This design comes from an exercise in tuning for small area and a short achievable clock period on the open sky130 flow, not from production work.
Function was checked by simulation only, so behaviour that the tests miss may differ from the original.

==> flow/design.v <==
module apb_mux_top #(
    parameter NUM_APB_MASTERS = 16,
    parameter APB_ADDR_WIDTH  = 32,
    parameter APB_DATA_WIDTH  = 32,
    parameter APB_STRB_WIDTH  = APB_DATA_WIDTH/4
)(
    input                       PRESETn,
    input                       PCLK,
    input      [NUM_APB_MASTERS-1:0]                  PSEL_s,
    input      [NUM_APB_MASTERS*APB_ADDR_WIDTH-1:0]   PADDR_s,
    input      [NUM_APB_MASTERS-1:0]                  PWRITE_s,
    input      [NUM_APB_MASTERS*APB_DATA_WIDTH-1:0]   PWDATA_s,
    input      [NUM_APB_MASTERS-1:0]                  PENABLE_s,
    input      [NUM_APB_MASTERS*APB_STRB_WIDTH-1:0]   PSTRB_s,
    input      [NUM_APB_MASTERS*3-1:0]                PPROT_s,
    output reg [NUM_APB_MASTERS*APB_DATA_WIDTH-1:0]   PRDATA_s,
    output reg [NUM_APB_MASTERS-1:0]                  PREADY_s,
    output reg [NUM_APB_MASTERS-1:0]                  PSLVERR_s,
    output reg                      PSEL_m,
    output reg [APB_ADDR_WIDTH-1:0] PADDR_m,
    output reg                      PWRITE_m,
    output reg [APB_DATA_WIDTH-1:0] PWDATA_m,
    output reg                      PENABLE_m,
    output reg [APB_STRB_WIDTH-1:0] PSTRB_m,
    output reg [2:0]                PPROT_m,
    input      [APB_DATA_WIDTH-1:0] PRDATA_m,
    input                           PREADY_m,
    input                           PSLVERR_m
);
    localparam N  = NUM_APB_MASTERS;
    localparam PW = $clog2(N);
    localparam BW = 1 + APB_ADDR_WIDTH + 1 + APB_DATA_WIDTH + APB_STRB_WIDTH + 3 + 1;
    logic [PW-1:0] ptr;
    logic          busy, acc;
    logic [N-1:0]  sel;
    logic [N-1:0]   mask, hi;
    logic [2*N-1:0] cat, pre;
    logic [N-1:0]   gnt, nxt;
    logic           any;
    always_comb begin
        for (int i = 0; i < N; i++)
            mask[i] = (i >= ptr);
        hi  = PSEL_s & mask;
        cat = {PSEL_s, hi};
        pre[0] = 1'b0;
        for (int i = 1; i < 2*N; i++)
            pre[i] = pre[i-1] | cat[i-1];
        for (int i = 0; i < N; i++)
            gnt[i] = (cat[i] & ~pre[i]) | (cat[N+i] & ~pre[N+i]);
        any = |PSEL_s;
        nxt = {gnt[N-2:0], gnt[N-1]};
    end
    logic [PW-1:0] ptr_n;
    always_comb begin
        ptr_n = '0;
        for (int i = 0; i < N; i++)
            if (nxt[i]) ptr_n = ptr_n | i[PW-1:0];
    end
    always_ff @(posedge PCLK or negedge PRESETn) begin
        if (!PRESETn)
            ptr <= '0;
        else if (any)
            ptr <= ptr_n;
    end
    wire done = acc & PREADY_m;
    always_ff @(posedge PCLK or negedge PRESETn) begin
        if (!PRESETn) begin
            busy <= 1'b0;
            acc  <= 1'b0;
            sel  <= '0;
        end else begin
            if (!busy) begin
                busy <= any;
                sel  <= gnt;
            end else if (!acc) begin
                acc  <= 1'b1;
            end else if (PREADY_m) begin
                busy <= 1'b0;
                acc  <= 1'b0;
                sel  <= '0;
            end
        end
    end
    logic [BW-1:0] bundle [N];
    logic [BW-1:0] req_m;
    always_comb begin
        for (int i = 0; i < N; i++)
            bundle[i] = {PSEL_s[i],
                         PADDR_s[i*APB_ADDR_WIDTH +: APB_ADDR_WIDTH],
                         PWRITE_s[i],
                         PWDATA_s[i*APB_DATA_WIDTH +: APB_DATA_WIDTH],
                         PSTRB_s[i*APB_STRB_WIDTH +: APB_STRB_WIDTH],
                         PPROT_s[i*3 +: 3],
                         PENABLE_s[i]};
        req_m = '0;
        for (int i = 0; i < N; i++)
            req_m = req_m | (bundle[i] & {BW{sel[i]}});
        {PSEL_m, PADDR_m, PWRITE_m, PWDATA_m, PSTRB_m, PPROT_m} = req_m[BW-1:1];
        PENABLE_m = req_m[0] & acc;
    end
    always_comb begin
        for (int i = 0; i < N; i++) begin
            PRDATA_s[i*APB_DATA_WIDTH +: APB_DATA_WIDTH] = PRDATA_m & {APB_DATA_WIDTH{sel[i] & acc}};
            PREADY_s[i]  = PREADY_m  & sel[i] & acc;
            PSLVERR_s[i] = PSLVERR_m & sel[i] & acc;
        end
    end
endmodule
clock: 7.0 ns
lec_check: 0
cap_margin: 20
core_area: 10 10 550 550
die_area: 0 0 560 560
slew_margin: 20
standard.sh (not shown) runs the stock make flow with config.mk's settings and CLKGATE_MAP_FILE= SYNTH_SCRIPT=/design/flow/synth_recipe.tcl, a recipe that flattens the netlist after the stock synthesis.
==> flow/flow/run.sh <==
#!/bin/bash
# Standard ORFS layout, with plain buf_1 cells as the input/output port buffers.
set -euo pipefail
export BUFFER_PORTS_ARGS="-buffer_cell sky130_fd_sc_hd__buf_1"
bash standard.sh finish > standard_flow.log 2>&1
The baseline completed and failed the layout checks on antenna rules.
Then changed:
==> flow/flow/run.sh (replaced) <==
#!/bin/bash
# Standard ORFS layout, with plain buf_1 cells as the input/output port buffers
# and I/O pins packed one routing track apart so the die can be small.
set -euo pipefail
export BUFFER_PORTS_ARGS="-buffer_cell sky130_fd_sc_hd__buf_1"
export PLACE_PINS_ARGS="-min_distance 1 -min_distance_in_tracks"
bash standard.sh finish > standard_flow.log 2>&1
Settings changed: CORE_AREA 10 10 550 550 to 10 10 320 320, DIE_AREA 0 0 560 560 to 0 0 330 330, SETUP_SLACK_MARGIN from default to 2.5.
The new run aborted during global routing (GRT-0116).
Synthesized area stays the same.
Synthesized cell count does not change.
Then changed:
==> flow/flow/run.sh (replaced) <==
#!/bin/bash
# Standard ORFS layout, with plain buf_1 cells as the input/output port buffers.
set -euo pipefail
export BUFFER_PORTS_ARGS="-buffer_cell sky130_fd_sc_hd__buf_1"
bash standard.sh finish > standard_flow.log 2>&1
Settings changed: CORE_AREA 10 10 320 320 to 10 10 550 550, DIE_AREA 0 0 330 330 to 0 0 560 560.
The new run ran to the end with no violations; synthesized area stays the same; synthesized cell count does not change.
Then changed:
Settings changed: CORE_AREA 10 10 550 550 to 10 10 370 370, DIE_AREA 0 0 560 560 to 0 0 380 380, SETUP_SLACK_MARGIN 2.5 to default.
What happened: Now the flow aborted during I/O pin placement on PPL-0024; synthesized area is unchanged; synthesized cell count is unchanged.

[afterwards: timing with drivers on the ports]
The results above use ideal ports. As a check the final layouts listed here were re-extracted and re-timed, cells and wires unchanged. Step 1 assumes that a clkbuf_16 drives the clock port and a buf_2 every other input. Step 2 also shifts input and output timing later by t, the mid clock arrival at the registers, as if the neighbouring blocks saw the same clock. Slacks: ideal / step 1 / step 2; pairs: ideal / step 1.
run | t (ns) | setup WS [ns] | worst setup path after step 2 | worst register clock-pin slew, ns | worst data-port slew with drivers (ns)
the first run | 0.299 | 1.467 / 1.433 / 1.709 | input to output | 0.06 / 0.06 | 0.57
the third run | 0.297 | 2.371 / 2.184 / 2.184 | input to output | 0.06 / 0.06 | 0.61
The setup slack of the third run, which loses most, moves by -0.187 ns with the drivers and by -0.187 ns with both steps.
